From an optimization exercise on the open Yosys and OpenROAD flow, aimed at small area; shortcuts taken in it are not production practice. Function was checked by simulation only, so behaviour that the tests miss may differ from the original. Power and IR drop assume default switching activity.

File: flow/run.sh
#!/bin/bash
# Standard layout (the standard.sh: standard synthesis and ORFS steps) with these
# changes: every combinational cell is set to its smallest drive strength after
# floorplan (flow/downsize.tcl; later repair steps size up what they need), the ports
# are buffered with the smallest buffer cell, and clock tree synthesis adds no dummy
# loads. Each ORFS step keeps its own log under orfs/logs/; make's output goes to
# standard_flow.log.
set -euo pipefail
here=$(pwd)
bash standard.sh "POST_FLOORPLAN_TCL=$here/flow/downsize.tcl" \
  'BUFFER_PORTS_ARGS=-buffer_cell sky130_fd_sc_hd__buf_1' \
  'CTS_ARGS=-sink_clustering_enable -repair_clock_nets -buf_list sky130_fd_sc_hd__clkbuf_8 -dont_use_dummy_load' \
  finish > standard_flow.log 2>&1
File: flow/downsize.tcl
# Sourced after floorplan (POST_FLOORPLAN_TCL): give every combinational cell
# the smallest drive strength of its function; the later repair steps size up
# what timing, slew and capacitance need.
set skip {^(df|dl|sdf|edf|conb|tap|fill|decap|diode|clk|lpflow|probe|macro)}
set dont_use [split [string trim $::env(DONT_USE_CELLS)]]
set n_swapped 0
foreach inst [get_cells *] {
  set m [get_property $inst ref_name]
  if { ![regexp {^sky130_fd_sc_hd__(.+)_([0-9]+)$} $m -> base drv] } { continue }
  if { [regexp $skip $base] } { continue }
  set best ""
  set best_area 1e9
  foreach lc [get_lib_cells sky130_fd_sc_hd__${base}_*] {
    set name [get_property $lc name]
    if { ![regexp "^sky130_fd_sc_hd__${base}_\[0-9\]+\$" $name] } { continue }
    if { [lsearch -exact $dont_use $name] >= 0 } { continue }
    set a [get_property $lc area]
    if { $a < $best_area } {
      set best_area $a
      set best $name
    }
  }
  if { $best ne "" && $best ne $m } {
    set cur_area [get_property [lindex [get_lib_cells $m] 0] area]
    if { $best_area < $cur_area } {
      replace_cell [get_property $inst full_name] $best
      incr n_swapped
    }
  }
}
puts "downsize: $n_swapped cells downsized"
File: standard.sh
#!/bin/bash
# synth_recipe.tcl (not shown) runs the flow's synth.tcl, then flattens the netlist and writes it again
# the make line also repeats each setting of config.mk as NAME=value (left out here)
make -C /OpenROAD-flow-scripts/flow DESIGN_CONFIG=/design/flow/config.mk WORK_HOME=/design/flow/orfs CLKGATE_MAP_FILE= SYNTH_SCRIPT=/design/flow/synth_recipe.tcl "${@:-finish}"
File: config.mk
export PLATFORM = sky130hd
export DESIGN_NAME = gain
export DESIGN_NICKNAME = gain
export VERILOG_FILES = /design/flow/design.v
export SDC_FILE = /design/flow/constraint.sdc
export NUM_CORES = 4
export LEC_CHECK = 0
export CAP_MARGIN = 20
export CORE_MARGIN = 2
export CORE_UTILIZATION = 75
export CTS_BUF_LIST = sky130_fd_sc_hd__clkbuf_8
export SETUP_SLACK_MARGIN = 0.05
export SLEW_MARGIN = 20
export SYNTH_HIERARCHICAL = 1
export SYNTH_MINIMUM_KEEP_SIZE = 0
File: constraint.sdc
create_clock -name core_clock -period 6.4 [get_ports {clk}]
set_input_delay 1.2800 -clock core_clock [delete_from_list [all_inputs] [get_ports {clk}]]
set_output_delay 1.2800 -clock core_clock [all_outputs]
set_load 0.01 [all_outputs]
File: design.v
module gainAvs
   ( input  logic              clk,
     input  logic              reset,     
     input  logic              avsWr,
     input  logic   [ 31 : 0 ] avsWrData,
     output logic   [ 31 : 0 ] avsRdData,
     output logic   [ 15 : 0 ] coef );    
   logic            wrSat, hold;
   logic [ 15 : 0 ] coefNext;
   assign wrSat = avsWr & ( |avsWrData[ 31 : 16 ] );
   assign hold  = ~avsWr;
   for ( genvar i = 0; i < 16; i++ ) begin : gBit
      gainCoefBit coefBitInst
         ( .wr   ( avsWr          ),
           .hold ( hold           ),
           .sat  ( wrSat          ),
           .d    ( avsWrData[ i ] ),
           .q    ( coef[ i ]      ),
           .n    ( coefNext[ i ]  ) );
   end
   always_ff @( posedge clk, posedge reset )
   if ( reset ) begin
      avsRdData <= '0;
      coef      <= 16'd256;    
   end else begin
      coef      <= coefNext;
      avsRdData <= { 16'b0, coef };
   end
endmodule
module gainCoefBit
   ( input  logic wr, hold, sat, d, q,
     output logic n );
   assign n = ( wr & d ) | ( hold & q ) | sat;
endmodule
module gainMult
   ( input  logic                   clk,
     input  logic                   reset,
     input  logic                   st,
     input  logic signed [ 15 : 0 ] a,
     input  logic        [ 15 : 0 ] coef,
     output logic                   rdy,
     output logic signed [ 15 : 0 ] y );
   logic          [ 1 : 0 ] rdyReg;
   logic         [ 15 : 0 ] aReg;
   logic         [ 15 : 0 ] nCoef;
   logic          [ 7 : 0 ] bNOne, bNTwo, bNeg;    
   logic         [ 23 : 8 ] nP;                    
   logic         [ 14 : 0 ] aMag;                  
   logic         [ 15 : 0 ] cSuf;                  
   logic                    big, neg, ovf, nSet0, nSet1;
   logic         [ 15 : 0 ] yNext;
   logic         [ 16 : 0 ] ag, ap;
   logic pp1, pp2, pp3, pp4, pp5, pp6, pp7, pp8, pp9, pp10, pp11, pp12;
   logic pp13, pp14, pp15, pp16, pp17, pp18, pp19, pp20, pp21, pp22, pp23, pp24;
   logic pp25, pp26, pp27, pp28, pp29, pp30, pp31, pp32, pp33, pp34, pp35, pp36;
   logic pp37, pp38, pp39, pp40, pp41, pp42, pp43, pp44, pp45, pp46, pp47, pp48;
   logic pp49, pp50, pp51, pp52, pp53, pp54, pp55, pp56, pp57, pp58, pp59, pp60;
   logic pp61, pp62, pp63, pp64, pp65, pp66, pp67, pp68, pp69, pp70, pp71, pp72;
   logic pp73, pp74, pp75, pp76, pp77, pp78, pp79, pp80, pp81, pp82, pp83, pp84;
   logic pp85, pp86, pp87, pp88, pp89, pp90, pp91, pp92, pp93, pp94, pp95, pp96;
   logic pp97, pp98, pp99, pp100, pp101, pp102, pp103, pp104, pp105, pp106, pp107, pp108;
   logic pp109, pp110, pp111, pp112, pp113, pp114, pp115, pp116, pp117, pp118, pp119, pp120;
   logic pp121, pp122, pp123, pp124, s125, c126, s127, c128, s129, c130, s131, c132;
   logic s133, c134, s135, c136, s137, c138, s139, c140, s141, c142, s143, c144;
   logic s145, c146, s147, c148, s149, c150, s151, c152, s153, c154, s155, c156;
   logic s157, c158, s159, c160, s161, c162, s163, c164, s165, c166, s167, c168;
   logic s169, c170, s171, c172, s173, c174, s175, c176, s177, c178, s179, c180;
   logic s181, c182, s183, c184, s185, c186, s187, c188, s189, c190, s191, c192;
   logic s193, c194, s195, c196, s197, c198, s199, c200, s201, c202, s203, c204;
   logic s205, c206, s207, c208, s209, c210, s211, c212, s213, c214, s215, c216;
   logic s217, c218, s219, c220, s221, c222, s223, c224, s225, c226, s227, c228;
   logic s229, c230, s231, c232, s233, c234, s235, c236, s237, c238, s239, c240;
   logic s241, c242, s243, c244, s245, c246, s247, c248, s249, c250, s251, c252;
   logic s253, c254, s255, c256, s257, c258, s259, c260, s261, c262, s263, c264;
   logic s265, c266, s267, c268, s269, c270, s271, c272, s273, c274, s275, c276;
   logic s277, c278, s279, c280, s281, c282, s283, c284, s285, c286, s287, c288;
   logic s289, c290, s291, c292, s293, c294, s295, c296, s297, c298, s299, c300;
   logic s301, c302, s303, c304, s305, c306, s307, c308, s309, c310, s311, c312;
   logic s313, c314, s315, c316, s317, c318, s319, c320, s321, c322, s323, c324;
   logic s325, c326, s327, c328, s329, c330, c331, c332, c333, c334, c335, c336;
   logic c337, c338, pG339, pP340, pG341, pP342, pG343, pP344, pG345, pP346, pG347, pP348;
   logic pG349, pP350, pG351, pP352, pG353, pP354, pG355, pP356, pG357, pP358, pG359, pP360;
   logic pG361, pP362, pG363, pP364, pG365, pP366, pG367, pP368, pG369, pP370, pG371, pP372;
   logic pG373, pP374, pG375, pP376, pG377, pP378, pG379, pP380, pG381, pP382, pG383, pP384;
   logic pG385, pP386, pG387, pP388, pG389, pP390, pG391, pP392;
   always_ff @( posedge clk )
      aReg <= a;
   assign nCoef = ~coef;
   for ( genvar k = 0; k < 8; k++ ) begin : gEnc
      logic b2, b1, b0;
      assign b2 = aReg[ 2 * k + 1 ];
      assign b1 = aReg[ 2 * k ];
      if ( k == 0 ) begin : gLow
         assign b0 = 1'b0;
      end else begin : gHigh
         assign b0 = aReg[ 2 * k - 1 ];
      end
      assign bNOne[ k ] = ~( b1 ^ b0 );
      assign bNTwo[ k ] = ~( ( b2 & ~b1 & ~b0 ) | ( ~b2 & b1 & b0 ) );
      assign bNeg[ k ]  = b2;
   end
   gainBsel1 bsel1 ( bNOne[ 0 ], bNeg[ 0 ], nCoef[ 0 ], pp1 );
   gainBsel bsel2 ( bNOne[ 0 ], bNTwo[ 0 ], bNeg[ 0 ], nCoef[ 1 ], nCoef[ 0 ], pp2 );
   gainBsel bsel3 ( bNOne[ 0 ], bNTwo[ 0 ], bNeg[ 0 ], nCoef[ 2 ], nCoef[ 1 ], pp3 );
   gainBsel bsel4 ( bNOne[ 0 ], bNTwo[ 0 ], bNeg[ 0 ], nCoef[ 3 ], nCoef[ 2 ], pp4 );
   gainBsel bsel5 ( bNOne[ 0 ], bNTwo[ 0 ], bNeg[ 0 ], nCoef[ 4 ], nCoef[ 3 ], pp5 );
   gainBsel bsel6 ( bNOne[ 0 ], bNTwo[ 0 ], bNeg[ 0 ], nCoef[ 5 ], nCoef[ 4 ], pp6 );
   gainBsel bsel7 ( bNOne[ 0 ], bNTwo[ 0 ], bNeg[ 0 ], nCoef[ 6 ], nCoef[ 5 ], pp7 );
   gainBsel bsel8 ( bNOne[ 0 ], bNTwo[ 0 ], bNeg[ 0 ], nCoef[ 7 ], nCoef[ 6 ], pp8 );
   gainBsel bsel9 ( bNOne[ 0 ], bNTwo[ 0 ], bNeg[ 0 ], nCoef[ 8 ], nCoef[ 7 ], pp9 );
   gainBsel bsel10 ( bNOne[ 0 ], bNTwo[ 0 ], bNeg[ 0 ], nCoef[ 9 ], nCoef[ 8 ], pp10 );
   gainBsel bsel11 ( bNOne[ 0 ], bNTwo[ 0 ], bNeg[ 0 ], nCoef[ 10 ], nCoef[ 9 ], pp11 );
   gainBsel bsel12 ( bNOne[ 0 ], bNTwo[ 0 ], bNeg[ 0 ], nCoef[ 11 ], nCoef[ 10 ], pp12 );
   gainBsel bsel13 ( bNOne[ 0 ], bNTwo[ 0 ], bNeg[ 0 ], nCoef[ 12 ], nCoef[ 11 ], pp13 );
   gainBsel bsel14 ( bNOne[ 0 ], bNTwo[ 0 ], bNeg[ 0 ], nCoef[ 13 ], nCoef[ 12 ], pp14 );
   gainBsel bsel15 ( bNOne[ 0 ], bNTwo[ 0 ], bNeg[ 0 ], nCoef[ 14 ], nCoef[ 13 ], pp15 );
   gainBsel bsel16 ( bNOne[ 0 ], bNTwo[ 0 ], bNeg[ 0 ], nCoef[ 15 ], nCoef[ 14 ], pp16 );
   gainBsel1 bsel17 ( bNTwo[ 0 ], bNeg[ 0 ], nCoef[ 15 ], pp17 );
   assign pp18 = ~bNeg[ 0 ];
   gainBsel1 bsel19 ( bNOne[ 1 ], bNeg[ 1 ], nCoef[ 0 ], pp19 );
   gainBsel bsel20 ( bNOne[ 1 ], bNTwo[ 1 ], bNeg[ 1 ], nCoef[ 1 ], nCoef[ 0 ], pp20 );
   gainBsel bsel21 ( bNOne[ 1 ], bNTwo[ 1 ], bNeg[ 1 ], nCoef[ 2 ], nCoef[ 1 ], pp21 );
   gainBsel bsel22 ( bNOne[ 1 ], bNTwo[ 1 ], bNeg[ 1 ], nCoef[ 3 ], nCoef[ 2 ], pp22 );
   gainBsel bsel23 ( bNOne[ 1 ], bNTwo[ 1 ], bNeg[ 1 ], nCoef[ 4 ], nCoef[ 3 ], pp23 );
   gainBsel bsel24 ( bNOne[ 1 ], bNTwo[ 1 ], bNeg[ 1 ], nCoef[ 5 ], nCoef[ 4 ], pp24 );
   gainBsel bsel25 ( bNOne[ 1 ], bNTwo[ 1 ], bNeg[ 1 ], nCoef[ 6 ], nCoef[ 5 ], pp25 );
   gainBsel bsel26 ( bNOne[ 1 ], bNTwo[ 1 ], bNeg[ 1 ], nCoef[ 7 ], nCoef[ 6 ], pp26 );
   gainBsel bsel27 ( bNOne[ 1 ], bNTwo[ 1 ], bNeg[ 1 ], nCoef[ 8 ], nCoef[ 7 ], pp27 );
   gainBsel bsel28 ( bNOne[ 1 ], bNTwo[ 1 ], bNeg[ 1 ], nCoef[ 9 ], nCoef[ 8 ], pp28 );
   gainBsel bsel29 ( bNOne[ 1 ], bNTwo[ 1 ], bNeg[ 1 ], nCoef[ 10 ], nCoef[ 9 ], pp29 );
   gainBsel bsel30 ( bNOne[ 1 ], bNTwo[ 1 ], bNeg[ 1 ], nCoef[ 11 ], nCoef[ 10 ], pp30 );
   gainBsel bsel31 ( bNOne[ 1 ], bNTwo[ 1 ], bNeg[ 1 ], nCoef[ 12 ], nCoef[ 11 ], pp31 );
   gainBsel bsel32 ( bNOne[ 1 ], bNTwo[ 1 ], bNeg[ 1 ], nCoef[ 13 ], nCoef[ 12 ], pp32 );
   gainBsel bsel33 ( bNOne[ 1 ], bNTwo[ 1 ], bNeg[ 1 ], nCoef[ 14 ], nCoef[ 13 ], pp33 );
   gainBsel bsel34 ( bNOne[ 1 ], bNTwo[ 1 ], bNeg[ 1 ], nCoef[ 15 ], nCoef[ 14 ], pp34 );
   gainBsel1 bsel35 ( bNTwo[ 1 ], bNeg[ 1 ], nCoef[ 15 ], pp35 );
   assign pp36 = ~bNeg[ 1 ];
   gainBsel1 bsel37 ( bNOne[ 2 ], bNeg[ 2 ], nCoef[ 0 ], pp37 );
   gainBsel bsel38 ( bNOne[ 2 ], bNTwo[ 2 ], bNeg[ 2 ], nCoef[ 1 ], nCoef[ 0 ], pp38 );
   gainBsel bsel39 ( bNOne[ 2 ], bNTwo[ 2 ], bNeg[ 2 ], nCoef[ 2 ], nCoef[ 1 ], pp39 );
   gainBsel bsel40 ( bNOne[ 2 ], bNTwo[ 2 ], bNeg[ 2 ], nCoef[ 3 ], nCoef[ 2 ], pp40 );
   gainBsel bsel41 ( bNOne[ 2 ], bNTwo[ 2 ], bNeg[ 2 ], nCoef[ 4 ], nCoef[ 3 ], pp41 );
   gainBsel bsel42 ( bNOne[ 2 ], bNTwo[ 2 ], bNeg[ 2 ], nCoef[ 5 ], nCoef[ 4 ], pp42 );
   gainBsel bsel43 ( bNOne[ 2 ], bNTwo[ 2 ], bNeg[ 2 ], nCoef[ 6 ], nCoef[ 5 ], pp43 );
   gainBsel bsel44 ( bNOne[ 2 ], bNTwo[ 2 ], bNeg[ 2 ], nCoef[ 7 ], nCoef[ 6 ], pp44 );
   gainBsel bsel45 ( bNOne[ 2 ], bNTwo[ 2 ], bNeg[ 2 ], nCoef[ 8 ], nCoef[ 7 ], pp45 );
   gainBsel bsel46 ( bNOne[ 2 ], bNTwo[ 2 ], bNeg[ 2 ], nCoef[ 9 ], nCoef[ 8 ], pp46 );
   gainBsel bsel47 ( bNOne[ 2 ], bNTwo[ 2 ], bNeg[ 2 ], nCoef[ 10 ], nCoef[ 9 ], pp47 );
   gainBsel bsel48 ( bNOne[ 2 ], bNTwo[ 2 ], bNeg[ 2 ], nCoef[ 11 ], nCoef[ 10 ], pp48 );
   gainBsel bsel49 ( bNOne[ 2 ], bNTwo[ 2 ], bNeg[ 2 ], nCoef[ 12 ], nCoef[ 11 ], pp49 );
   gainBsel bsel50 ( bNOne[ 2 ], bNTwo[ 2 ], bNeg[ 2 ], nCoef[ 13 ], nCoef[ 12 ], pp50 );
   gainBsel bsel51 ( bNOne[ 2 ], bNTwo[ 2 ], bNeg[ 2 ], nCoef[ 14 ], nCoef[ 13 ], pp51 );
   gainBsel bsel52 ( bNOne[ 2 ], bNTwo[ 2 ], bNeg[ 2 ], nCoef[ 15 ], nCoef[ 14 ], pp52 );
   gainBsel1 bsel53 ( bNTwo[ 2 ], bNeg[ 2 ], nCoef[ 15 ], pp53 );
   assign pp54 = ~bNeg[ 2 ];
   gainBsel1 bsel55 ( bNOne[ 3 ], bNeg[ 3 ], nCoef[ 0 ], pp55 );
   gainBsel bsel56 ( bNOne[ 3 ], bNTwo[ 3 ], bNeg[ 3 ], nCoef[ 1 ], nCoef[ 0 ], pp56 );
   gainBsel bsel57 ( bNOne[ 3 ], bNTwo[ 3 ], bNeg[ 3 ], nCoef[ 2 ], nCoef[ 1 ], pp57 );
   gainBsel bsel58 ( bNOne[ 3 ], bNTwo[ 3 ], bNeg[ 3 ], nCoef[ 3 ], nCoef[ 2 ], pp58 );
   gainBsel bsel59 ( bNOne[ 3 ], bNTwo[ 3 ], bNeg[ 3 ], nCoef[ 4 ], nCoef[ 3 ], pp59 );
   gainBsel bsel60 ( bNOne[ 3 ], bNTwo[ 3 ], bNeg[ 3 ], nCoef[ 5 ], nCoef[ 4 ], pp60 );
   gainBsel bsel61 ( bNOne[ 3 ], bNTwo[ 3 ], bNeg[ 3 ], nCoef[ 6 ], nCoef[ 5 ], pp61 );
   gainBsel bsel62 ( bNOne[ 3 ], bNTwo[ 3 ], bNeg[ 3 ], nCoef[ 7 ], nCoef[ 6 ], pp62 );
   gainBsel bsel63 ( bNOne[ 3 ], bNTwo[ 3 ], bNeg[ 3 ], nCoef[ 8 ], nCoef[ 7 ], pp63 );
   gainBsel bsel64 ( bNOne[ 3 ], bNTwo[ 3 ], bNeg[ 3 ], nCoef[ 9 ], nCoef[ 8 ], pp64 );
   gainBsel bsel65 ( bNOne[ 3 ], bNTwo[ 3 ], bNeg[ 3 ], nCoef[ 10 ], nCoef[ 9 ], pp65 );
   gainBsel bsel66 ( bNOne[ 3 ], bNTwo[ 3 ], bNeg[ 3 ], nCoef[ 11 ], nCoef[ 10 ], pp66 );
   gainBsel bsel67 ( bNOne[ 3 ], bNTwo[ 3 ], bNeg[ 3 ], nCoef[ 12 ], nCoef[ 11 ], pp67 );
   gainBsel bsel68 ( bNOne[ 3 ], bNTwo[ 3 ], bNeg[ 3 ], nCoef[ 13 ], nCoef[ 12 ], pp68 );
   gainBsel bsel69 ( bNOne[ 3 ], bNTwo[ 3 ], bNeg[ 3 ], nCoef[ 14 ], nCoef[ 13 ], pp69 );
   gainBsel bsel70 ( bNOne[ 3 ], bNTwo[ 3 ], bNeg[ 3 ], nCoef[ 15 ], nCoef[ 14 ], pp70 );
   gainBsel1 bsel71 ( bNTwo[ 3 ], bNeg[ 3 ], nCoef[ 15 ], pp71 );
   assign pp72 = ~bNeg[ 3 ];
   gainBsel1 bsel73 ( bNOne[ 4 ], bNeg[ 4 ], nCoef[ 0 ], pp73 );
   gainBsel bsel74 ( bNOne[ 4 ], bNTwo[ 4 ], bNeg[ 4 ], nCoef[ 1 ], nCoef[ 0 ], pp74 );
   gainBsel bsel75 ( bNOne[ 4 ], bNTwo[ 4 ], bNeg[ 4 ], nCoef[ 2 ], nCoef[ 1 ], pp75 );
   gainBsel bsel76 ( bNOne[ 4 ], bNTwo[ 4 ], bNeg[ 4 ], nCoef[ 3 ], nCoef[ 2 ], pp76 );
   gainBsel bsel77 ( bNOne[ 4 ], bNTwo[ 4 ], bNeg[ 4 ], nCoef[ 4 ], nCoef[ 3 ], pp77 );
   gainBsel bsel78 ( bNOne[ 4 ], bNTwo[ 4 ], bNeg[ 4 ], nCoef[ 5 ], nCoef[ 4 ], pp78 );
   gainBsel bsel79 ( bNOne[ 4 ], bNTwo[ 4 ], bNeg[ 4 ], nCoef[ 6 ], nCoef[ 5 ], pp79 );
   gainBsel bsel80 ( bNOne[ 4 ], bNTwo[ 4 ], bNeg[ 4 ], nCoef[ 7 ], nCoef[ 6 ], pp80 );
   gainBsel bsel81 ( bNOne[ 4 ], bNTwo[ 4 ], bNeg[ 4 ], nCoef[ 8 ], nCoef[ 7 ], pp81 );
   gainBsel bsel82 ( bNOne[ 4 ], bNTwo[ 4 ], bNeg[ 4 ], nCoef[ 9 ], nCoef[ 8 ], pp82 );
   gainBsel bsel83 ( bNOne[ 4 ], bNTwo[ 4 ], bNeg[ 4 ], nCoef[ 10 ], nCoef[ 9 ], pp83 );
   gainBsel bsel84 ( bNOne[ 4 ], bNTwo[ 4 ], bNeg[ 4 ], nCoef[ 11 ], nCoef[ 10 ], pp84 );
   gainBsel bsel85 ( bNOne[ 4 ], bNTwo[ 4 ], bNeg[ 4 ], nCoef[ 12 ], nCoef[ 11 ], pp85 );
   gainBsel bsel86 ( bNOne[ 4 ], bNTwo[ 4 ], bNeg[ 4 ], nCoef[ 13 ], nCoef[ 12 ], pp86 );
   gainBsel bsel87 ( bNOne[ 4 ], bNTwo[ 4 ], bNeg[ 4 ], nCoef[ 14 ], nCoef[ 13 ], pp87 );
   gainBsel bsel88 ( bNOne[ 4 ], bNTwo[ 4 ], bNeg[ 4 ], nCoef[ 15 ], nCoef[ 14 ], pp88 );
   gainBsel1 bsel89 ( bNOne[ 5 ], bNeg[ 5 ], nCoef[ 0 ], pp89 );
   gainBsel bsel90 ( bNOne[ 5 ], bNTwo[ 5 ], bNeg[ 5 ], nCoef[ 1 ], nCoef[ 0 ], pp90 );
   gainBsel bsel91 ( bNOne[ 5 ], bNTwo[ 5 ], bNeg[ 5 ], nCoef[ 2 ], nCoef[ 1 ], pp91 );
   gainBsel bsel92 ( bNOne[ 5 ], bNTwo[ 5 ], bNeg[ 5 ], nCoef[ 3 ], nCoef[ 2 ], pp92 );
   gainBsel bsel93 ( bNOne[ 5 ], bNTwo[ 5 ], bNeg[ 5 ], nCoef[ 4 ], nCoef[ 3 ], pp93 );
   gainBsel bsel94 ( bNOne[ 5 ], bNTwo[ 5 ], bNeg[ 5 ], nCoef[ 5 ], nCoef[ 4 ], pp94 );
   gainBsel bsel95 ( bNOne[ 5 ], bNTwo[ 5 ], bNeg[ 5 ], nCoef[ 6 ], nCoef[ 5 ], pp95 );
   gainBsel bsel96 ( bNOne[ 5 ], bNTwo[ 5 ], bNeg[ 5 ], nCoef[ 7 ], nCoef[ 6 ], pp96 );
   gainBsel bsel97 ( bNOne[ 5 ], bNTwo[ 5 ], bNeg[ 5 ], nCoef[ 8 ], nCoef[ 7 ], pp97 );
   gainBsel bsel98 ( bNOne[ 5 ], bNTwo[ 5 ], bNeg[ 5 ], nCoef[ 9 ], nCoef[ 8 ], pp98 );
   gainBsel bsel99 ( bNOne[ 5 ], bNTwo[ 5 ], bNeg[ 5 ], nCoef[ 10 ], nCoef[ 9 ], pp99 );
   gainBsel bsel100 ( bNOne[ 5 ], bNTwo[ 5 ], bNeg[ 5 ], nCoef[ 11 ], nCoef[ 10 ], pp100 );
   gainBsel bsel101 ( bNOne[ 5 ], bNTwo[ 5 ], bNeg[ 5 ], nCoef[ 12 ], nCoef[ 11 ], pp101 );
   gainBsel bsel102 ( bNOne[ 5 ], bNTwo[ 5 ], bNeg[ 5 ], nCoef[ 13 ], nCoef[ 12 ], pp102 );
   gainBsel1 bsel103 ( bNOne[ 6 ], bNeg[ 6 ], nCoef[ 0 ], pp103 );
   gainBsel bsel104 ( bNOne[ 6 ], bNTwo[ 6 ], bNeg[ 6 ], nCoef[ 1 ], nCoef[ 0 ], pp104 );
   gainBsel bsel105 ( bNOne[ 6 ], bNTwo[ 6 ], bNeg[ 6 ], nCoef[ 2 ], nCoef[ 1 ], pp105 );
   gainBsel bsel106 ( bNOne[ 6 ], bNTwo[ 6 ], bNeg[ 6 ], nCoef[ 3 ], nCoef[ 2 ], pp106 );
   gainBsel bsel107 ( bNOne[ 6 ], bNTwo[ 6 ], bNeg[ 6 ], nCoef[ 4 ], nCoef[ 3 ], pp107 );
   gainBsel bsel108 ( bNOne[ 6 ], bNTwo[ 6 ], bNeg[ 6 ], nCoef[ 5 ], nCoef[ 4 ], pp108 );
   gainBsel bsel109 ( bNOne[ 6 ], bNTwo[ 6 ], bNeg[ 6 ], nCoef[ 6 ], nCoef[ 5 ], pp109 );
   gainBsel bsel110 ( bNOne[ 6 ], bNTwo[ 6 ], bNeg[ 6 ], nCoef[ 7 ], nCoef[ 6 ], pp110 );
   gainBsel bsel111 ( bNOne[ 6 ], bNTwo[ 6 ], bNeg[ 6 ], nCoef[ 8 ], nCoef[ 7 ], pp111 );
   gainBsel bsel112 ( bNOne[ 6 ], bNTwo[ 6 ], bNeg[ 6 ], nCoef[ 9 ], nCoef[ 8 ], pp112 );
   gainBsel bsel113 ( bNOne[ 6 ], bNTwo[ 6 ], bNeg[ 6 ], nCoef[ 10 ], nCoef[ 9 ], pp113 );
   gainBsel bsel114 ( bNOne[ 6 ], bNTwo[ 6 ], bNeg[ 6 ], nCoef[ 11 ], nCoef[ 10 ], pp114 );
   gainBsel1 bsel115 ( bNOne[ 7 ], bNeg[ 7 ], nCoef[ 0 ], pp115 );
   gainBsel bsel116 ( bNOne[ 7 ], bNTwo[ 7 ], bNeg[ 7 ], nCoef[ 1 ], nCoef[ 0 ], pp116 );
   gainBsel bsel117 ( bNOne[ 7 ], bNTwo[ 7 ], bNeg[ 7 ], nCoef[ 2 ], nCoef[ 1 ], pp117 );
   gainBsel bsel118 ( bNOne[ 7 ], bNTwo[ 7 ], bNeg[ 7 ], nCoef[ 3 ], nCoef[ 2 ], pp118 );
   gainBsel bsel119 ( bNOne[ 7 ], bNTwo[ 7 ], bNeg[ 7 ], nCoef[ 4 ], nCoef[ 3 ], pp119 );
   gainBsel bsel120 ( bNOne[ 7 ], bNTwo[ 7 ], bNeg[ 7 ], nCoef[ 5 ], nCoef[ 4 ], pp120 );
   gainBsel bsel121 ( bNOne[ 7 ], bNTwo[ 7 ], bNeg[ 7 ], nCoef[ 6 ], nCoef[ 5 ], pp121 );
   gainBsel bsel122 ( bNOne[ 7 ], bNTwo[ 7 ], bNeg[ 7 ], nCoef[ 7 ], nCoef[ 6 ], pp122 );
   gainBsel bsel123 ( bNOne[ 7 ], bNTwo[ 7 ], bNeg[ 7 ], nCoef[ 8 ], nCoef[ 7 ], pp123 );
   gainBsel bsel124 ( bNOne[ 7 ], bNTwo[ 7 ], bNeg[ 7 ], nCoef[ 9 ], nCoef[ 8 ], pp124 );
   gainHa ha126 ( bNeg[ 5 ], pp11, s125, c126 );
   gainHa ha128 ( pp12, pp28, s127, c128 );
   gainFa fa130 ( bNeg[ 6 ], pp13, pp29, s129, c130 );
   gainHa ha132 ( pp45, pp61, s131, c132 );
   gainFa fa134 ( pp14, pp30, pp46, s133, c134 );
   gainHa ha136 ( pp62, pp78, s135, c136 );
   gainFa fa138 ( bNeg[ 7 ], pp15, pp31, s137, c138 );
   gainFa fa140 ( pp47, pp63, pp79, s139, c140 );
   gainHa ha142 ( pp93, pp105, s141, c142 );
   gainFa fa144 ( pp16, pp32, pp48, s143, c144 );
   gainFa fa146 ( pp64, pp80, pp94, s145, c146 );
   gainHa ha148 ( pp106, pp116, s147, c148 );
   gainFa fa150 ( pp17, pp33, pp49, s149, c150 );
   gainFa fa152 ( pp65, pp81, pp95, s151, c152 );
   gainHa ha154 ( pp107, pp117, s153, c154 );
   gainFa1 fa156 ( pp18, pp34, s155, c156 );
   gainFa fa158 ( pp50, pp66, pp82, s157, c158 );
   gainFa fa160 ( pp96, pp108, pp118, s159, c160 );
   gainFa1 fa162 ( pp35, pp51, s161, c162 );
   gainFa fa164 ( pp67, pp83, pp97, s163, c164 );
   gainHa ha166 ( pp109, pp119, s165, c166 );
   gainFa fa168 ( pp36, pp52, pp68, s167, c168 );
   gainFa fa170 ( pp84, pp98, pp110, s169, c170 );
   gainFa1 fa172 ( pp53, pp69, s171, c172 );
   gainHa ha174 ( pp85, pp99, s173, c174 );
   gainFa fa176 ( pp54, pp70, pp86, s175, c176 );
   assign s177 = ~pp71;
   assign c178 = pp71;
   gainHa ha180 ( bNeg[ 3 ], pp7, s179, c180 );
   gainHa ha182 ( pp8, pp24, s181, c182 );
   gainFa fa184 ( bNeg[ 4 ], pp9, pp25, s183, c184 );
   gainHa ha186 ( pp41, pp57, s185, c186 );
   gainFa fa188 ( pp10, pp26, pp42, s187, c188 );
   gainHa ha190 ( pp58, pp74, s189, c190 );
   gainFa fa192 ( pp27, pp43, pp59, s191, c192 );
   gainFa fa194 ( pp75, pp89, s125, s193, c194 );
   gainFa fa196 ( pp44, pp60, pp76, s195, c196 );
   gainFa fa198 ( pp90, s127, c126, s197, c198 );
   gainFa fa200 ( pp77, pp91, pp103, s199, c200 );
   gainFa fa202 ( s131, c128, s129, s201, c202 );
   gainFa fa204 ( pp92, pp104, s135, s203, c204 );
   gainFa fa206 ( c132, c130, s133, s205, c206 );
   gainFa fa208 ( pp115, s141, c136, s207, c208 );
   gainFa fa210 ( c134, s137, s139, s209, c210 );
   gainFa fa212 ( s147, c142, c138, s211, c212 );
   gainFa fa214 ( c140, s143, s145, s213, c214 );
   gainFa fa216 ( s153, c148, c144, s215, c216 );
   gainFa fa218 ( c146, s149, s151, s217, c218 );
   gainFa fa220 ( c154, c150, c152, s219, c220 );
   gainFa fa222 ( s155, s157, s159, s221, c222 );
   gainFa fa224 ( s165, c156, c158, s223, c224 );
   gainFa fa226 ( c160, s161, s163, s225, c226 );
   gainFa fa228 ( pp120, c166, c162, s227, c228 );
   gainFa fa230 ( c164, s167, s169, s229, c230 );
   gainFa fa232 ( pp111, pp121, s173, s231, c232 );
   gainFa fa234 ( c168, c170, s171, s233, c234 );
   gainFa fa236 ( pp100, pp112, pp122, s235, c236 );
   gainFa fa238 ( c174, c172, s175, s237, c238 );
   gainFa fa240 ( pp87, pp101, pp113, s239, c240 );
   gainFa fa242 ( pp123, s177, c176, s241, c242 );
   gainFa fa244 ( pp72, pp88, pp102, s243, c244 );
   gainFa fa246 ( pp114, pp124, c178, s245, c246 );
   gainHa ha248 ( bNeg[ 2 ], pp5, s247, c248 );
   gainHa ha250 ( pp6, pp22, s249, c250 );
   gainFa fa252 ( pp23, pp39, pp55, s251, c252 );
   gainFa fa254 ( pp40, pp56, s181, s253, c254 );
   gainFa fa256 ( pp73, s185, c182, s255, c256 );
   gainFa fa258 ( s189, c186, c184, s257, c258 );
   gainFa fa260 ( c190, c188, s191, s259, c260 );
   gainFa fa262 ( c192, s195, c194, s261, c262 );
   gainFa fa264 ( c196, s199, c198, s263, c264 );
   gainFa fa266 ( c200, s203, c202, s265, c266 );
   gainFa fa268 ( c204, s207, c206, s267, c268 );
   gainFa fa270 ( c208, s211, c210, s269, c270 );
   gainFa fa272 ( c212, s215, c214, s271, c272 );
   gainFa fa274 ( c216, s219, c218, s273, c274 );
   gainFa fa276 ( c220, s223, c222, s275, c276 );
   gainFa fa278 ( c224, s227, c226, s277, c278 );
   gainFa fa280 ( s231, c228, c230, s279, c280 );
   gainFa fa282 ( s235, c232, c234, s281, c282 );
   gainFa fa284 ( c236, s239, s241, s283, c284 );
   gainFa fa286 ( c240, s243, s245, s285, c286 );
   gainHa ha288 ( bNeg[ 1 ], pp3, s287, c288 );
   gainHa ha290 ( pp4, pp20, s289, c290 );
   gainFa fa292 ( pp21, pp37, s247, s291, c292 );
   gainFa fa294 ( pp38, s249, c248, s293, c294 );
   gainFa fa296 ( s179, c250, s251, s295, c296 );
   gainFa fa298 ( c180, c252, s253, s297, c298 );
   gainFa fa300 ( s183, c254, s255, s299, c300 );
   gainFa fa302 ( s187, c256, s257, s301, c302 );
   gainFa fa304 ( s193, c258, s259, s303, c304 );
   gainFa fa306 ( s197, c260, s261, s305, c306 );
   gainFa fa308 ( s201, c262, s263, s307, c308 );
   gainFa fa310 ( s205, c264, s265, s309, c310 );
   gainFa fa312 ( s209, c266, s267, s311, c312 );
   gainFa fa314 ( s213, c268, s269, s313, c314 );
   gainFa fa316 ( s217, c270, s271, s315, c316 );
   gainFa fa318 ( s221, c272, s273, s317, c318 );
   gainFa fa320 ( s225, c274, s275, s319, c320 );
   gainFa fa322 ( s229, c276, s277, s321, c322 );
   gainFa fa324 ( s233, c278, s279, s323, c324 );
   gainFa fa326 ( s237, c280, s281, s325, c326 );
   gainFa fa328 ( c238, c282, s283, s327, c328 );
   gainFa fa330 ( c242, s285, c284, s329, c330 );
   assign c331 = bNeg[ 0 ] & pp1;
   assign c332 = pp2 & c331;
   gainMaj maj333 ( pp19, s287, c332, c333 );
   gainMaj maj334 ( s289, c288, c333, c334 );
   gainMaj maj335 ( s291, c290, c334, c335 );
   gainMaj maj336 ( s293, c292, c335, c336 );
   gainMaj maj337 ( s295, c294, c336, c337 );
   gainMaj maj338 ( s297, c296, c337, c338 );
   assign ag[ 0 ] = 1'b1 & c338;
   assign ap[ 0 ] = 1'b1 ^ c338;
   assign ag[ 1 ] = s299 & c298;
   assign ap[ 1 ] = s299 ^ c298;
   assign ag[ 2 ] = s301 & c300;
   assign ap[ 2 ] = s301 ^ c300;
   assign ag[ 3 ] = s303 & c302;
   assign ap[ 3 ] = s303 ^ c302;
   assign ag[ 4 ] = s305 & c304;
   assign ap[ 4 ] = s305 ^ c304;
   assign ag[ 5 ] = s307 & c306;
   assign ap[ 5 ] = s307 ^ c306;
   assign ag[ 6 ] = s309 & c308;
   assign ap[ 6 ] = s309 ^ c308;
   assign ag[ 7 ] = s311 & c310;
   assign ap[ 7 ] = s311 ^ c310;
   assign ag[ 8 ] = s313 & c312;
   assign ap[ 8 ] = s313 ^ c312;
   assign ag[ 9 ] = s315 & c314;
   assign ap[ 9 ] = s315 ^ c314;
   assign ag[ 10 ] = s317 & c316;
   assign ap[ 10 ] = s317 ^ c316;
   assign ag[ 11 ] = s319 & c318;
   assign ap[ 11 ] = s319 ^ c318;
   assign ag[ 12 ] = s321 & c320;
   assign ap[ 12 ] = s321 ^ c320;
   assign ag[ 13 ] = s323 & c322;
   assign ap[ 13 ] = s323 ^ c322;
   assign ag[ 14 ] = s325 & c324;
   assign ap[ 14 ] = s325 ^ c324;
   assign ag[ 15 ] = s327 & c326;
   assign ap[ 15 ] = s327 ^ c326;
   assign ag[ 16 ] = s329 & c328;
   assign ap[ 16 ] = s329 ^ c328;
   assign pG339 = ag[ 1 ] | ( ap[ 1 ] & ag[ 0 ] );
   assign pP340 = ap[ 1 ] & ap[ 0 ];
   assign pG341 = ag[ 3 ] | ( ap[ 3 ] & ag[ 2 ] );
   assign pP342 = ap[ 3 ] & ap[ 2 ];
   assign pG343 = ag[ 5 ] | ( ap[ 5 ] & ag[ 4 ] );
   assign pP344 = ap[ 5 ] & ap[ 4 ];
   assign pG345 = ag[ 7 ] | ( ap[ 7 ] & ag[ 6 ] );
   assign pP346 = ap[ 7 ] & ap[ 6 ];
   assign pG347 = ag[ 9 ] | ( ap[ 9 ] & ag[ 8 ] );
   assign pP348 = ap[ 9 ] & ap[ 8 ];
   assign pG349 = ag[ 11 ] | ( ap[ 11 ] & ag[ 10 ] );
   assign pP350 = ap[ 11 ] & ap[ 10 ];
   assign pG351 = ag[ 13 ] | ( ap[ 13 ] & ag[ 12 ] );
   assign pP352 = ap[ 13 ] & ap[ 12 ];
   assign pG353 = ag[ 15 ] | ( ap[ 15 ] & ag[ 14 ] );
   assign pP354 = ap[ 15 ] & ap[ 14 ];
   assign pG355 = pG341 | ( pP342 & pG339 );
   assign pP356 = pP342 & pP340;
   assign pG357 = pG345 | ( pP346 & pG343 );
   assign pP358 = pP346 & pP344;
   assign pG359 = pG349 | ( pP350 & pG347 );
   assign pP360 = pP350 & pP348;
   assign pG361 = pG353 | ( pP354 & pG351 );
   assign pP362 = pP354 & pP352;
   assign pG363 = pG357 | ( pP358 & pG355 );
   assign pP364 = pP358 & pP356;
   assign pG365 = pG361 | ( pP362 & pG359 );
   assign pP366 = pP362 & pP360;
   assign pG367 = pG365 | ( pP366 & pG363 );
   assign pP368 = pP366 & pP364;
   assign pG369 = pG359 | ( pP360 & pG363 );
   assign pP370 = pP360 & pP364;
   assign pG371 = pG343 | ( pP344 & pG355 );
   assign pP372 = pP344 & pP356;
   assign pG373 = pG347 | ( pP348 & pG363 );
   assign pP374 = pP348 & pP364;
   assign pG375 = pG351 | ( pP352 & pG369 );
   assign pP376 = pP352 & pP370;
   assign pG377 = ag[ 2 ] | ( ap[ 2 ] & pG339 );
   assign pP378 = ap[ 2 ] & pP340;
   assign pG379 = ag[ 4 ] | ( ap[ 4 ] & pG355 );
   assign pP380 = ap[ 4 ] & pP356;
   assign pG381 = ag[ 6 ] | ( ap[ 6 ] & pG371 );
   assign pP382 = ap[ 6 ] & pP372;
   assign pG383 = ag[ 8 ] | ( ap[ 8 ] & pG363 );
   assign pP384 = ap[ 8 ] & pP364;
   assign pG385 = ag[ 10 ] | ( ap[ 10 ] & pG373 );
   assign pP386 = ap[ 10 ] & pP374;
   assign pG387 = ag[ 12 ] | ( ap[ 12 ] & pG369 );
   assign pP388 = ap[ 12 ] & pP370;
   assign pG389 = ag[ 14 ] | ( ap[ 14 ] & pG375 );
   assign pP390 = ap[ 14 ] & pP376;
   assign pG391 = ag[ 16 ] | ( ap[ 16 ] & pG367 );
   assign pP392 = ap[ 16 ] & pP368;
   assign nP[ 8 ] = ~( ap[ 1 ] ^ ag[ 0 ] );
   assign nP[ 9 ] = ~( ap[ 2 ] ^ pG339 );
   assign nP[ 10 ] = ~( ap[ 3 ] ^ pG377 );
   assign nP[ 11 ] = ~( ap[ 4 ] ^ pG355 );
   assign nP[ 12 ] = ~( ap[ 5 ] ^ pG379 );
   assign nP[ 13 ] = ~( ap[ 6 ] ^ pG371 );
   assign nP[ 14 ] = ~( ap[ 7 ] ^ pG381 );
   assign nP[ 15 ] = ~( ap[ 8 ] ^ pG363 );
   assign nP[ 16 ] = ~( ap[ 9 ] ^ pG383 );
   assign nP[ 17 ] = ~( ap[ 10 ] ^ pG373 );
   assign nP[ 18 ] = ~( ap[ 11 ] ^ pG385 );
   assign nP[ 19 ] = ~( ap[ 12 ] ^ pG369 );
   assign nP[ 20 ] = ~( ap[ 13 ] ^ pG387 );
   assign nP[ 21 ] = ~( ap[ 14 ] ^ pG375 );
   assign nP[ 22 ] = ~( ap[ 15 ] ^ pG389 );
   assign nP[ 23 ] = ~( ap[ 16 ] ^ pG367 );
   assign aMag = aReg[ 14 : 0 ] ^ { 15{ aReg[ 15 ] } };
   assign cSuf[ 15 ] = coef[ 15 ];
   for ( genvar k = 14; k >= 0; k-- ) begin : gSuf
      assign cSuf[ k ] = cSuf[ k + 1 ] | coef[ k ];
   end
   assign big = |( aMag[ 14 : 8 ] & { cSuf[ 9 ], cSuf[ 10 ], cSuf[ 11 ], cSuf[ 12 ], cSuf[ 13 ], cSuf[ 14 ], cSuf[ 15 ] } );
   assign neg = aReg[ 15 ] & cSuf[ 0 ];
   assign ovf = big | ~( nP[ 23 ] ^ neg );
   assign nSet0 = ~( ovf & ~neg );
   for ( genvar k = 0; k < 15; k++ ) begin : gSat
      gainSat satInst ( ovf, nP[ k + 8 ], nSet0, yNext[ k ] );
   end
   assign yNext[ 15 ] = neg;
   always_ff @( posedge clk, posedge reset )
   if ( reset ) begin
      y      <= '0;
      rdyReg <= '0;
   end else begin
      rdyReg <= { rdyReg[ 0 ], st };
      y      <= yNext;
   end
   assign rdy = rdyReg[ 1 ];
endmodule
module gainBsel
   ( input  logic nOne, nTwo, neg, nc0, nc1,
     output logic x );
   assign x = ~( ( nOne | nc0 ) & ( nTwo | nc1 ) ) ^ neg;
endmodule
module gainBsel1
   ( input  logic nSel, neg, nc,
     output logic x );
   assign x = ~( nSel | nc ) ^ neg;
endmodule
module gainFa
   ( input  logic a, b, ci,
     output logic s, co );
   assign s  = a ^ b ^ ci;
   assign co = ( a & b ) | ( a & ci ) | ( b & ci );
endmodule
module gainFa1
   ( input  logic a, b,
     output logic s, co );
   assign s  = ~( a ^ b );
   assign co = a | b;
endmodule
module gainHa
   ( input  logic a, b,
     output logic s, co );
   assign s  = a ^ b;
   assign co = a & b;
endmodule
module gainMaj
   ( input  logic a, b, ci,
     output logic co );
   assign co = ( a & b ) | ( a & ci ) | ( b & ci );
endmodule
module gainSat
   ( input  logic ovf, nP, nSet,
     output logic y );
   assign y = ~( ( ovf | nP ) & nSet );
endmodule
module gain
   ( input  logic                 clk,
     input  logic                 reset,
     input  logic                 avsWr,
     input  logic        [ 31 : 0 ] avsWrData,
     output logic        [ 31 : 0 ] avsRdData,
     input  logic                 st,
     input  logic signed [ 15 : 0 ] a,
     output logic                 rdy,
     output logic signed [ 15 : 0 ] y );
   logic [ 15 : 0 ] coef;
   gainAvs gainAvsInst
      ( .clk       ( clk       ),
        .reset     ( reset     ),
        .avsWr     ( avsWr     ),
        .avsWrData ( avsWrData ),
        .avsRdData ( avsRdData ),
        .coef      ( coef      ) );
   gainMult gainMultInst
      ( .clk   ( clk                ),
        .reset ( reset              ),
        .st    ( st                 ),
        .a     ( a                  ),
        .coef  ( avsRdData[ 15 : 0 ] ),
        .rdy   ( rdy                ),
        .y     ( y                  ) );
endmodule
==> results.ini, run 1 <==
[cts]
clkTransAtPathRegs_ps=60
cts_setup_buffers=0
numCtsBuffers=9
cts_tree=done
cts-root-buf=clkbuf_8
cts_htree_levels=3
cts.sinks=66
cts_buffer_depth=2
clk_latency_ps=350

[pwr]
peakVddDrop_mv=0.734
internal_power_uw=2480
leakage_uw=0.00329
power_density_nw_per_um2=639
clock_power_share_pct=5.5
switching_share_pct=49.4
totalPowerFinal_uw=4910
p_comb_share_pct=85.0
p_sw_uw=2420
seq_power_share_pct=9.5

[global_routing]
grt_pass1_wl_mm=29.2
grtUsageTotal_pct=34.0
grt.overflow.total=0
grt_pass1_vias=5818
grt_max_degree=23
antenna_found_initial=1

[logic_synthesis]
yosysWarnings=8
ys_types=45
netlist_area_um2=7590
synth_common_cells=xor2_1, o22ai_2, fa_1
synth.area.top_cells=fa_1, o22ai_2, dfrtp_1
synth_edf_count=0
yosys.area.top_type=fa_1
async_reset_ff_share_pct=75.8
ys_seq_elements=66
yosysMostFrequentCell=xor2_1
yosysSeqAreaShare_pct=20.7
synth_ff_type=dfrtp_1
synth_cells=646
synth_top_area_share_pct=23.7
syn_area_per_cell_um2=11.8

[sta]
finalCriticalPeriod_ps=5990
final_max_slew_viol_count=0
period_share_pct=93.7
max-slew-margin-rel_pct=24.1
rsz0062_at_grt=false
fin_tns_setup_ps=0
skew_ps=18.5
fmax_ghz=0.167
tightest_slew_ps=1130
setup_violations=0
finalHoldViolations=0
setup_ws_ps=406

[drt]
drtAntennaViolNets=0
num_vias=5624
drt_wl_total_mm=17.3
drt_iter0_markers=397
dr.pass1.iters=5
wl_per_cell_um=19.2
viasPerCell=6.24
drc=0

[place]
port_buffers=84
post_dp_cell_area_um2=7550
dp.cells=892
pre_cts_ws_ps=295
hpwl_mm=13.4
gp_congestion=0.903

[finish]
area_growth_pct=1.12
diodes=0
design_area_um2=7680
layout-drive-gt1-share_pct=5.99
stdcell_count=901
nets=948

[critical_path]
path_class=flop to flop
critPathLaunch=gainMultInst.aReg[0]$_DFF_P_
cp.arrival_ps=6250
endpoint_kind=flop
cp_max_fo=16
rr_startpoint=gainMultInst.aReg[0]$_DFF_P_
start_kind=flop
required_ps=6660

[floorplanning]
die_y_um=105
core-area_um2=9820
die_x_um=105
row_count=36
num_io_pins=101
initial_core_util_pct=77.3
dieArea_um2=10900

[outcome]
status=finished clean

[flow_run]
maxCapViolCount=0

[worst_hold_path]
hp-class=flop to flop
worstHoldStart=gainMultInst.rdyReg[0]$_DFF_PP0_

[repair_timing]
action,in CTS,in global routing
resized for setup,0,1
endpoints found under the setup margin,0,15
hold buffers,0,0
hold endpoints to repair,0,0
[Yosys stat by module, one instance, submodules excluded, a selection]
module | flops+latches | times used
gainSat | 0 | 15
gainFa1 | 0 | 3
gainHa | 0 | 17
gainMult | 34 | 1
gainFa | 0 | 82
gainCoefBit | 0 | 16
gainMaj | 0 | 6
[placed cells by master (no fill, tap or decap), types with 9 or more instances in the layout]
master / synthesis / routed
a21oi_1: 15 / 16
a221o_1: 16 / 16
buf_1: 0 / 84
buf_4: 16 / 33
clkbuf_8: 0 / 9
conb_1: 1 / 16
dfrtp_1: 49 / 49
dfxtp_1: 16 / 15
fa_1: 90 / 90
ha_1: 36 / 36
inv_1: 53 / 53
nand2_1: 11 / 11
nor2_1: 20 / 20
o21ai_1: 15 / 15
o22ai_1: 1 / 109
xnor2_1: 15 / 15
xor2_1: 124 / 124
[per-stage QoR]
stage / util, % / hold WS (ps)
floorplan: - / 331
global route: 78.2 / 359
CTS: 78.2 / 351
finish: 78.2 / 351
detailed placement: 76.9 / 337
global placement: 76.8 / 335
[sequential cells by signal (all words and copies together), names as in the netlist]
| signal | count |
|---|---|
| gainMultInst.rdyReg | 2 |
| gainAvsInst.avsRdData | 16 |
| gainAvsInst.coef | 16 |
| gainMultInst.aReg | 16 |
| gainMultInst.y | 16 |
[path summary, 6_finish.rpt]
path | to | slack [ps] | cells past startpoint
max | gainMultInst.y[1]$_DFF_PP0_ | 410 | 19
min | gainMultInst.rdyReg[1]$_DFF_PP0_ | 350 | 0
max reg2reg | gainMultInst.y[1]$_DFF_PP0_ | 410 | 19
min reg2reg | gainMultInst.rdyReg[1]$_DFF_PP0_ | 350 | 0
max in group asynchronous | gainMultInst.y[4]$_DFF_PP0_ | 4830 | 2
min in group asynchronous | gainAvsInst.avsRdData[4]$_DFF_PP0_ | 1000 | 2
[layer usage]
| layer | part of all wire, % | GRT usage [%] |
|---|---|---|
| met5 | 0 | 0 |
| met3 | 6.4 | 5.24 |
| met1 | 38 | 42.9 |
| met2 | 51 | 57.6 |
| met4 | 4.3 | 16.0 |
[critical path, cell delays in order, from the launching register on]
cell and delay (ps):
dfxtp_1 290, inv_1 60, nand2_1 310, o22ai_1 260
xor2_1 180, ha_1 250, maj3_1 350, maj3_1 360
maj3_1 370, maj3_1 370, maj3_1 370, maj3_1 370
fa_1 440, a211o_1 290, a21oi_1 260, a211o_1 270
a211o_1 190, a21oi_1 70, or3b_1 620, o21ai_1 230
[power groups by stage]
stage / logic (uW) / registers, uW / clock network [uW]
2_1_floorplan: 3420 / 493 / 0
3_3_place_gp: 4000 / 474 / 0
3_5_place_dp: 4160 / 475 / 0
4_1_cts: 4180 / 467 / 279
5_1_grt: 4770 / 470 / 298
6_report: 4170 / 467 / 271
[cell type report]
type                       count  area (um^2)
tap                          133          166
inverter                      53          199
fill                         700         2140
clock buffer                   9          124
sequential                    66         1570
timing repair buffer         118          578
multi-input combinational    522         5040
[cell families after synthesis]
family / count (synthesis) / share of synthesized area [%]
other: 1 / 0.0494
AND/OR/NAND/NOR: 53 / 3.49
buffers and inverters: 73 / 4.40
AO/OA/AOI/OAI: 181 / 24.6
multiplexers: 1 / 0.132
adder cells (fa/ha/maj): 132 / 30.5
flip-flops: 66 / 20.7
XOR/XNOR: 139 / 16.0
==> inputs of run 2 (changes only) <==
--- a/flow/run.sh
+++ b/flow/run.sh
@@ -5,3 +5,3 @@
 # are buffered with the smallest buffer cell, and clock tree synthesis adds no dummy
-# loads. Each ORFS step keeps its own log under orfs/logs/; make's output goes to
+# loads, and the constant outputs share one tie cell. Each ORFS step keeps its own log under orfs/logs/; make's output goes to
 # standard_flow.log.
@@ -12,2 +12,2 @@
   'CTS_ARGS=-sink_clustering_enable -repair_clock_nets -buf_list sky130_fd_sc_hd__clkbuf_8 -dont_use_dummy_load' \
-  finish > standard_flow.log 2>&1
+  'SKIP_REPAIR_TIE_FANOUT=1' finish > standard_flow.log 2>&1
--- a/config.mk
+++ b/config.mk
@@ -9,4 +9,5 @@
 export CORE_MARGIN = 2
-export CORE_UTILIZATION = 75
+export CORE_UTILIZATION = 85
 export CTS_BUF_LIST = sky130_fd_sc_hd__clkbuf_8
+export GPL_TIMING_DRIVEN = 0
 export SETUP_SLACK_MARGIN = 0.05
==> results.ini, run 2 <==
[pwr]
peakVddDrop_mv=0.722
power_density_nw_per_um2=672
leakage_uw=0.00317

[floorplanning]
dieArea_um2=9710
num_io_pins=101
die_y_um=98.5
row_count=34
initial_core_util_pct=87.5
core-area_um2=8680
die_x_um=98.5

[finish]
nets=928
diodes=0
area_growth_pct=0.297
final_cell_mix=xor2_1, o22ai_1, buf_1
final_common_cell=xor2_1
layout-drive-gt1-share_pct=6.55
final_util_pct=87.8

[logic_synthesis]
syn_area_per_cell_um2=11.8
async_reset_ff_share_pct=75.8
yosysMostFrequentCell=xor2_1
synth.area.top_cells=fa_1, o22ai_2, dfrtp_1
yosysWarnings=8
netlist_area_um2=7590
synth_cells=646
yosysSeqAreaShare_pct=20.7
synth_edf_count=0
synth_top_area_share_pct=23.7
synth_common_cells=xor2_1, o22ai_2, fa_1
ys_seq_elements=66
synth_ff_type=dfrtp_1
ys_types=45
yosys.area.top_type=fa_1

[global_routing]
grtUsageTotal_pct=39.0
grt_max_degree=33
antenna_found_initial=0
grt_pass1_wl_mm=29.7
grt_pass1_vias=5992
grt.overflow.total=0

[drt]
wl_per_cell_um=21.8
drt_wl_total_mm=18.6
drt_iter0_markers=653
viasPerCell=6.98
drtAntennaViolNets=0
dr.pass1.iters=8
drc=0
num_vias=5974

[critical_path]
start_kind=flop
endpoint_kind=flop
timing.critical_path.buf_inv=1
cp_max_fo=17
cp-endpoint=gainMultInst.y[8]$_DFF_PP0_
required_ps=6650
crit_cells=18
cp.arrival_ps=6460
critPathTopFamily=adder cells
r2r_slack_ps=190
crit_chain=clkinvlp_4 -> o22ai_1 -> xor2_1 -> ha_1 -> maj3_1 -> maj3_1 -> maj3_1 -> maj3_1 -> maj3_1 -> maj3_1 -> fa_1 -> a211o_1 -> a21oi_2 -> a211o_1 -> a211o_1 -> a21oi_1 -> or3b_4 -> o21ai_1
rr_startpoint=gainAvsInst.avsRdData[1]$_DFF_PP0_
critPathLaunch=gainAvsInst.avsRdData[1]$_DFF_PP0_
path_class=flop to flop
reg2regPathDepth=18
r2r-end=gainMultInst.y[8]$_DFF_PP0_
slowest_stage=or3b_4
max_stage_delay_ps=530
crit_path_frequent_cell=maj3_1

[place]
gp_congestion=0.909
hpwl_mm=12.7
pre_cts_ws_ps=-967
port_buffers=84

[sta]
whs_ps=347
setup_violations=0
setup_ws_ps=189
skew_ps=24.1
max-slew-margin-rel_pct=16.4
final_max_slew_viol_count=0
period_share_pct=97.0
tightest_slew_ps=1250
fin_tns_setup_ps=0
fmax_ghz=0.161
rsz0062_at_grt=false
finalHoldViolations=0
finalCriticalPeriod_ps=6210

[flow_run]
maxCapViolCount=0

[cts]
cts_tree=done
numCtsBuffers=9
clkTransAtPathRegs_ps=70
cts_buffer_depth=2
cts-root-buf=clkbuf_8
cts.sinks=66
cts_htree_levels=3
clk_latency_ps=350

[worst_hold_path]
hold_depth=0
hp-class=flop to flop

[outcome]
status=finished clean

## run 2: cell counts after synthesis
No cell type changed its count.
## run 2: logic make-up (layout without fill, tap and decap cells)
kind of cell	count (synthesis)	count (layout)	synth area share, %
adder cells (fa/ha/maj)	132	132	30.5
AND/OR/NAND/NOR	53	53	3.49
multiplexers	1	1	0.132
buffers and inverters	73	175	4.40
XOR/XNOR	139	139	16.0
flip-flops	66	66	20.7
AO/OA/AOI/OAI	181	181	24.6
other	1	1	0.0494
## run 2: worst min path at each step
stage                                            end                             start  slack, ps
finish              gainMultInst.rdyReg[1]$_DFF_PP0_  gainMultInst.rdyReg[0]$_DFF_PP0_        350
global route        gainMultInst.rdyReg[1]$_DFF_PP0_  gainMultInst.rdyReg[0]$_DFF_PP0_        350
CTS                 gainMultInst.rdyReg[1]$_DFF_PP0_  gainMultInst.rdyReg[0]$_DFF_PP0_        350
detailed placement  gainMultInst.rdyReg[1]$_DFF_PP0_  gainMultInst.rdyReg[0]$_DFF_PP0_        340
global placement    gainMultInst.rdyReg[1]$_DFF_PP0_  gainMultInst.rdyReg[0]$_DFF_PP0_        330
floorplan           gainMultInst.rdyReg[1]$_DFF_PP0_  gainMultInst.rdyReg[0]$_DFF_PP0_        330
## run 2: per-stage QoR
step,cells,cell area (um^2),total power (uW)
finish,856,7620,5120
global route,856,7620,5690
CTS,847,7500,5040
detailed placement,838,7330,4710
global placement,838,7280,4360
floorplan,646,7590,3910
## run 2: cell type report
cell class	count	area, um^2
Multi-Input combinational cell	507	5100
Sequential cell	66	1590
Fill cell	436	1060
Timing Repair Buffer	93	387
Inverter	53	210
Tap cell	108	135
Clock buffer	9	124
Buffer	20	75.1
## run 2: per-module statistics from Yosys, one instance, submodules excluded, excerpt
module | cell area [um^2] | flops+latches
gainMult | 1940 | 34
gainCoefBit | 10.0 | 0
gainFa1 | 27.5 | 0
gainBsel1 | 12.5 | 0
gainSat | 5.00 | 0
gainHa | 12.5 | 0
gainBsel | 21.3 | 0
## run 2: power by group
group	switching, uW	total [uW]	internal [uW]
Sequential	41.4	487	446
Combinational	2430	4350	1930
Clock	154	279	126
## run 2: layer usage
| metal | track usage, % | routed length, um | vias to the layer above |
|---|---|---|---|
| met4 | 21.1 | 1010 | 0 |
| met1 | 49.1 | 6740 | 2908 |
| li1 | - | - | 2486 |
| met3 | 8.09 | 1780 | 121 |
| met5 | 0 | 0 | - |
| met2 | 64.0 | 9120 | 459 |
## run 2: what timing repair did
item,4_1_cts,5_1_grt
endpoints found under the setup margin,15,15
gates resized for setup,14,11
pin swaps,0,0
buffers inserted,0,9
hold buffers,0,0
==> inputs of run 3 (changes only) <==
--- a/config.mk
+++ b/config.mk
@@ -11,3 +11,2 @@
 export CTS_BUF_LIST = sky130_fd_sc_hd__clkbuf_8
-export GPL_TIMING_DRIVEN = 0
 export SETUP_SLACK_MARGIN = 0.05
==> results.ini, run 3 <==
[outcome]
status=finished clean

[finish]
layout-drive-gt1-share_pct=6.39
final_cell_mix=xor2_1, o22ai_1, fa_1
nets=931
design_area_um2=7590
area_growth_pct=-0.115
n_fill_cell=484
final_common_cell=xor2_1
diodes=0
layout.area.seq_um2=1570
final_util_pct=87.4
multi_input_area_um2=5000

[sta]
rsz0062_at_grt=false
finalHoldViolations=0
period_share_pct=93.0
finalCriticalPeriod_ps=5950
final_max_slew_viol_count=0
setup_ws_ps=446
max-slew-margin-rel_pct=42.4
fmax_ghz=0.168
setup_violations=0
skew_ps=23.6
tightest_slew_ps=863
fin_tns_setup_ps=0

[logic_synthesis]
synth.area.top_cells=fa_1, o22ai_2, dfrtp_1
yosysSeqAreaShare_pct=20.7
netlist_area_um2=7590
synth_edf_count=0
yosysWarnings=8
ys_seq_elements=66
ys_types=45
async_reset_ff_share_pct=75.8
synth_top_area_share_pct=23.7
synth_ff_type=dfrtp_1
synth_cells=646
synth_common_cells=xor2_1, o22ai_2, fa_1
yosysMostFrequentCell=xor2_1
syn_area_per_cell_um2=11.8
yosys.area.top_type=fa_1

[global_routing]
grt_max_degree=33
grt.overflow.total=0
grtUsageTotal_pct=40.5
grt_pass1_vias=6234
grt_pass1_wl_mm=30.8
antenna_found_initial=0

[floorplanning]
initial_core_util_pct=87.5
dieArea_um2=9710
core-area_um2=8680
die_x_um=98.5
num_io_pins=101
row_count=34
die_y_um=98.5

[drt]
drt_wl_total_mm=18.6
drt_iter0_markers=578
viasPerCell=6.91
wl_per_cell_um=21.6
drtAntennaViolNets=0
drc=0
dr.pass1.iters=7
num_vias=5937

[worst_hold_path]
holdPathEnd=gainMultInst.rdyReg[1]$_DFF_PP0_
worstHoldStart=gainMultInst.rdyReg[0]$_DFF_PP0_
hold_depth=0
hp-class=flop to flop

[critical_path]
start_kind=flop
endpoint_kind=flop
cp_max_fo=17
r2r-end=gainMultInst.y[13]$_DFF_PP0_
rr_startpoint=gainMultInst.aReg[0]$_DFF_P_
critPathTopFamily=adder cells
reg2regPathDepth=19
crit_path_frequent_cell=maj3_1
crit_cells=19
max_stage_delay_ps=540
cp.arrival_ps=6200
required_ps=6650
timing.critical_path.buf_inv=1
slowest_stage=or3b_4
r2r_slack_ps=450
crit_chain=clkinvlp_4 -> nand2_1 -> o22ai_1 -> xor2_1 -> ha_1 -> maj3_1 -> maj3_1 -> maj3_1 -> maj3_1 -> maj3_1 -> maj3_1 -> fa_1 -> a211o_1 -> a21oi_2 -> a211o_1 -> a211o_1 -> a21oi_1 -> or3b_4 -> o21ai_1
path_class=flop to flop

[cts]
cts_tree=done
cts.sinks=66
clkTransAtPathRegs_ps=70
numCtsBuffers=9
cts-root-buf=clkbuf_8
clk_latency_ps=350
cts_setup_buffers=0
cts_buffer_depth=2
cts_htree_levels=3

[pwr]
internal_power_uw=2530
power_density_nw_per_um2=681
p_comb_share_pct=85.6
totalPowerFinal_uw=5170
switching_share_pct=51.0
peakVddDrop_mv=0.711
clock_power_share_pct=5.4
leakage_uw=0.00323
p_sw_uw=2630
seq_power_share_pct=9.0

[place]
pre_cts_ws_ps=205
port_buffers=84
gp_congestion=0.920
post_dp_cell_area_um2=7450
hpwl_mm=13.5

[flow_run]
maxCapViolCount=0

-- run 3: changes by cell type in the layout (fill, tap and decap cells not counted), sizes merged --
cell	change
buf	+7
inv	+2
clkinvlp	-2
clkbuf	-4
-- run 3: timing repair --
item                       CTS  global route
hold buffers                 0             0
setup endpoints to repair    0            15
resized for setup            0             4
-- run 3: worst max path at each step --
stage / from / endpoint / slack (ps)
2_1_floorplan: gainMultInst.aReg[1]$_DFF_P_ / gainMultInst.y[0]$_DFF_PP0_ / 130
3_3_place_gp: gainMultInst.aReg[0]$_DFF_P_ / gainMultInst.y[8]$_DFF_PP0_ / 500
3_5_place_dp: gainMultInst.aReg[0]$_DFF_P_ / gainMultInst.y[3]$_DFF_PP0_ / 210
4_1_cts: gainMultInst.aReg[0]$_DFF_P_ / gainMultInst.y[3]$_DFF_PP0_ / 180
5_1_grt: gainMultInst.aReg[0]$_DFF_P_ / gainMultInst.y[3]$_DFF_PP0_ / 220
6_report: gainMultInst.aReg[0]$_DFF_P_ / gainMultInst.y[13]$_DFF_PP0_ / 450
-- run 3: worst reg2reg max path, cell delays in order, from the launching register on --
cell,delay [ps]
dfxtp_1,350
clkinvlp_4,250
nand2_1,200
o22ai_1,100
xor2_1,170
ha_1,310
maj3_1,360
maj3_1,360
maj3_1,370
maj3_1,360
maj3_1,360
maj3_1,390
fa_1,420
a211o_1,300
a21oi_2,260
a211o_1,270
a211o_1,200
a21oi_1,90
or3b_4,540
o21ai_1,220
-- run 3: layer usage --
metal | vias to the layer above | global-route usage [%] | share of wire, % | wire length [um]
met5 | - | 0 | 0 | 0
met4 | 0 | 21.3 | 6.4 | 1180
met3 | 129 | 7.09 | 8.9 | 1650
met2 | 430 | 69.6 | 50 | 9260
met1 | 2873 | 49.1 | 35 | 6490
li1 | 2505 | - | - | -
-- run 3: stage by stage --
stage,std cells,hold slack [ps]
detailed placement,850,335
floorplan,646,331
CTS,859,338
global placement,850,337
global route,859,350
finish,859,334
-- run 3: cells by family (layout without fill, tap and decap cells) --
logic type               count (synthesis)  in the layout  synth area share, %
AO/OA/AOI/OAI                          181            181                 24.6
XOR/XNOR                               139            139                 16.0
AND/OR/NAND/NOR                         53             53                 3.49
adder cells (fa/ha/maj)                132            132                 30.5
other                                    1              1               0.0494
multiplexers                             1              1                0.132
flip-flops                              66             66                 20.7
buffers and inverters                   73            178                 4.40
-- run 3: area by class of cell --
class,instances,share of cell area [%]
multi-input cells,507,65.9
flip-flops and latches,66,20.7
repair buffers,116,7.32
inverters,53,2.67
well taps,108,1.78
clock buffers,9,1.63
-- run 3: power groups by stage --
stage	Sequential, uW	Clock (uW)	Combinational, uW
after floorplan	493	0	3420
after global placement	471	0	3980
after detailed placement	473	0	4280
after CTS	465	281	4320
after global routing	468	299	4960
final	466	278	4420
-- run 3: modules after synthesis (local to each module, per instance), excerpt --
module | cell area, um^2 | times used | flops+latches | cells inside
gainCoefBit | 10.0 | 16 | 0 | 1
gainFa | 20.0 | 82 | 0 | 1
gainBsel | 21.3 | 108 | 0 | 2
gainAvs | 967 | 1 | 32 | 56
gainFa1 | 27.5 | 3 | 0 | 5
gainHa | 12.5 | 17 | 0 | 1
gainMult | 1940 | 1 | 34 | 199

what the ideal ports hide:
No port has a modelled driver above. Below, the same layouts with a new extraction and two added sets of constraints. Step 1 assumes that a clkbuf_16 drives the clock port and a buf_2 every other input. Step 2 also shifts input and output timing later by t, the mid clock arrival at the registers, as if the neighbouring blocks saw the same clock. Slacks: ideal ports / drivers / drivers and shift; pairs: ideal ports / drivers.
run	t, ns	setup WS [ns]	worst data-port slew with drivers (ns)
run 1	0.374	0.406 / 0.406 / 0.406	0.05
run 2	0.373	0.189 / 0.189 / 0.189	0.05
run 3	0.373	0.446 / 0.446 / 0.446	0.05
After both steps setup and hold are still met in every run listed.
